From an optimization exercise on the open Yosys and OpenROAD flow, aimed at small area, a short achievable clock period and few clock cycles per item; shortcuts taken in it are not production practice. Where RTL was checked, it was by simulation tests only, not by an equivalence proof against the original.

== run 1 ==
## ahb_lite_fir_filter
module ahb_lite_fir_filter(
    input clk,
          n_rst,
    input logic hsel,
    input logic [3:0] haddr,
    input logic hsize,
    input logic [1:0] htrans,
    input logic hwrite,
    input logic [15:0] hwdata,
    output logic [15:0] hrdata,
    output logic hresp
);
export LEC_CHECK = 0
export ABC_CLOCK_PERIOD_IN_PS = 4000
export CAP_MARGIN = 20
export CORE_MARGIN = 2
export CORE_UTILIZATION = 40
export SETUP_SLACK_MARGIN = 5
export SLEW_MARGIN = 20
create_clock -name core_clock -period 12.0 [get_ports {clk}]
run.sh (not shown) runs the stock make flow with config.mk's settings and CLKGATE_MAP_FILE= SYNTH_SCRIPT=/design/flow/synth_recipe.tcl, a recipe that flattens the netlist after the stock synthesis.
--- input diff run 1..run 2 ---
Settings: changing ABC_CLOCK_PERIOD_IN_PS from 4000 to 6000.
Results
Comparing run 1 against run 2, there is no change at all in clock-buffer cell count. Summary of run 2 over run 1: async set-or-reset flop fraction in the synthesized netlist did not really move; number of gates on the worst path with buffers counted did not really move; final cell utilization of the core did not really move. As far as final routed wirelength across all metal layers goes, run 1 and run 2 are indistinguishable; the numbers are identical. On remaining global-route overflow, run 1 and run 2 are neck and neck. Taking run 1 as the reference, in run 2 design area level, share of the cycle needed by the critical path after routing level.
Function was not checked in any run of this note: the RTL went through the layout flow alone.

== v59 ==
ahb_lite_fir_filter, a different RTL version from the one above (not shown whole).
Size in the first run: roughly 1800 cells after synthesis, about 350 flip-flops, roughly 44 I/O pins, roughly 21000 sq um of cells after synthesis.
==> flow/config.mk <==
export PLATFORM = sky130hd
export DESIGN_NAME = ahb_lite_fir_filter
export DESIGN_NICKNAME = ahb_lite_fir_filter
export VERILOG_FILES = /design/flow/design.v
export SDC_FILE = /design/flow/constraint.sdc
export NUM_CORES = 4
export LEC_CHECK = 0
export ABC_CLOCK_PERIOD_IN_PS = 5500
export CAP_MARGIN = 20
export CORE_MARGIN = 2
export CORE_UTILIZATION = 40
export SLEW_MARGIN = 20
==> flow/constraint.sdc <==
create_clock -name core_clock -period 12.0 [get_ports {clk}]
set_input_delay 2.4000 -clock core_clock [delete_from_list [all_inputs] [get_ports {clk}]]
set_output_delay 2.4000 -clock core_clock [all_outputs]
set_load 0.01 [all_outputs]
standard.sh (not shown) runs the stock make flow with config.mk's settings and CLKGATE_MAP_FILE= SYNTH_SCRIPT=/design/flow/synth_recipe.tcl, a recipe that flattens the netlist after the stock synthesis.
==> flow/flow/run.sh <==
#!/bin/bash
# The standard layout (its synthesis script, registers unchanged), with:
#  - no ABC pass inside yosys's generic synth before the adders are extracted
#    (SYNTH_ARGS=-noabc), so the hand-built adder trees reach extract_fa as
#    written, without inverters around every full adder; ABC still maps the
#    logic afterwards as usual,
#  - timing repair aimed at a setup slack margin (a shorter achieved period
#    than the 12 ns constraint), and
#  - port buffers of a regular buffer cell, and
#  - clock tree synthesis without dummy loads (capacitive cells that only balance
#    the tree).
# The clock and constraints are the standard flow's own.
set -euo pipefail
MARGIN=${MARGIN:-6.5}
bash standard.sh "SYNTH_ARGS=-noabc" "SETUP_SLACK_MARGIN=$MARGIN" \
    "BUFFER_PORTS_ARGS=-buffer_cell sky130_fd_sc_hd__buf_2" \
    "CTS_ARGS=-sink_clustering_enable -repair_clock_nets -dont_use_dummy_load -sink_clustering_size 26 -sink_clustering_max_diameter 100" finish > standard_flow.log 2>&1
No stage failed in v59, and the final checks on the layout all came back clean.
Testbench counts of v59, summed over its fixed seeds: cycles 2,064, samples 512.
Edits applied to the flow inputs when going from v59 to v58:
--- a/flow/flow/run.sh
+++ b/flow/flow/run.sh
@@ -12,6 +12,6 @@
 # The clock and constraints are the standard flow's own.
 set -euo pipefail
-MARGIN=${MARGIN:-6.5}
+MARGIN=${MARGIN:-6.7}
 bash standard.sh "SYNTH_ARGS=-noabc" "SETUP_SLACK_MARGIN=$MARGIN" \
     "BUFFER_PORTS_ARGS=-buffer_cell sky130_fd_sc_hd__buf_2" \
-    "CTS_ARGS=-sink_clustering_enable -repair_clock_nets -dont_use_dummy_load -sink_clustering_size 26 -sink_clustering_max_diameter 100" finish > standard_flow.log 2>&1
+    "CTS_ARGS=-sink_clustering_enable -repair_clock_nets -dont_use_dummy_load -sink_clustering_size 22 -sink_clustering_max_diameter 100" finish > standard_flow.log 2>&1
## What came out
Flip-flop and latch count came out exactly the same in v59 and v58.
Diff v59 and v58: number of buffers inserted to repair setup after CTS lower in v59
Sort v59 and v58 by number of nets in the finished design, ascending, and v59 comes first.
Multi-input gate share of the layout cell area in v58 vs v59: down 0.27 points
Relative to v59, v58 improves shortest clock period the worst path allows after layout.
The slowest library cell on the worst path comes out sky130_fd_sc_hd__nor2_4 in one run and sky130_fd_sc_hd__buf_2 in the other, namely in v59 and v58 respectively.
v58 vs v59: first-pass GRT wire length up in v58
For v59, the top layer used by detailed routing was met5, unlike v58, where it was met4.
Higher depth of the critical timing path with buffers and inverters included goes to v58 over v59.
v58 vs v59 on detailed-route wire length: v58 is the higher one.
Delta (v58 minus v59): setup slack has increased; cell area has increased.
What v1 does differently from v58 at the input level:
- ABC_AREA: unset -> 1
--- a/flow/flow/run.sh
+++ b/flow/flow/run.sh
@@ -12,5 +12,5 @@
 # The clock and constraints are the standard flow's own.
 set -euo pipefail
-MARGIN=${MARGIN:-6.7}
+MARGIN=${MARGIN:-6.5}
 bash standard.sh "SYNTH_ARGS=-noabc" "SETUP_SLACK_MARGIN=$MARGIN" \
     "BUFFER_PORTS_ARGS=-buffer_cell sky130_fd_sc_hd__buf_2" \
## What came out
- Going from v58 to v1, area inside the core boundary grew by a few percent.
- v1: critical path depth 2 above v58
- Side by side, share of synthesized cell area in full adder, half adder and majority cells turned out lower in v1 than in v58.
- From v58 to v1 the numbers moved as follows: cell area rose by 1.3%; die area climbed 3.4%.
- The sequential portion of the cell area number comes out higher for v58 vs v1.
- v1: number of setup buffers added after CTS is 17 lower than what v58 reported.
Here is what was changed in the inputs of v57 compared with v1.
- ABC_AREA: 1 -> unset
--- a/flow/flow/run.sh
+++ b/flow/flow/run.sh
@@ -14,4 +14,4 @@
 MARGIN=${MARGIN:-6.5}
 bash standard.sh "SYNTH_ARGS=-noabc" "SETUP_SLACK_MARGIN=$MARGIN" \
-    "BUFFER_PORTS_ARGS=-buffer_cell sky130_fd_sc_hd__buf_2" \
+    "BUFFER_PORTS_ARGS=-buffer_cell sky130_fd_sc_hd__buf_4" \
     "CTS_ARGS=-sink_clustering_enable -repair_clock_nets -dont_use_dummy_load -sink_clustering_size 22 -sink_clustering_max_diameter 100" finish > standard_flow.log 2>&1
### Flow results
Side by side, number of gates given a new drive strength after cts turned out higher in v57 than in v1. Changes observed in v57 relative to v1: sequential share of layout area higher; detailed route wirelength on metal2 shrank by 2.3%. v1 → v57: aggregate global-route resource usage shows an increase of 0.30 points, critical path depth shows a reduction of 3, met3 wire length shows a reduction of 650 um.

separate check: timing with driven ports:
How much do the figures lean on ideal ports? The routed layouts below were timed once more, with nothing changed but the port constraints. Step 1 sets driving cells, clkbuf_16 on the clock port and buf_2 on the other inputs (assumed; they add their load-dependent delay and slew). Step 2 also shifts input and output timing later by t, the mid clock arrival at the registers, as if the neighbouring blocks saw the same clock. a / b / c = ideal / step 1 / step 2; a / b = the first two.
| run | shift t [ns] | setup slack, ns | slew at the worst register clock pin (ns) | worst data-port slew with drivers (ns) |
|---|---|---|---|---|
| run 1 | 0.624 | 4.431 / 4.431 / 4.431 | 0.06 / 0.06 | 0.05 |
| run 2 | 0.624 | 4.431 / 4.431 / 4.431 | 0.06 / 0.06 | 0.05 |
| v59 | 0.560 | 6.536 / 6.495 / 6.234 | 0.10 / 0.10 | 0.09 |
| v58 | 0.570 | 6.593 / 6.537 / 6.356 | 0.09 / 0.09 | 0.09 |
| v1 | 0.588 | 6.491 / 6.423 / 6.123 | 0.09 / 0.09 | 0.07 |
| v57 | 0.577 | 6.549 / 6.500 / 6.284 | 0.09 / 0.09 | 0.06 |
After both steps setup and hold are still met in every run listed. For v1, which loses most, drivers alone change the setup slack by -0.068 ns; drivers and shift together by -0.368 ns.
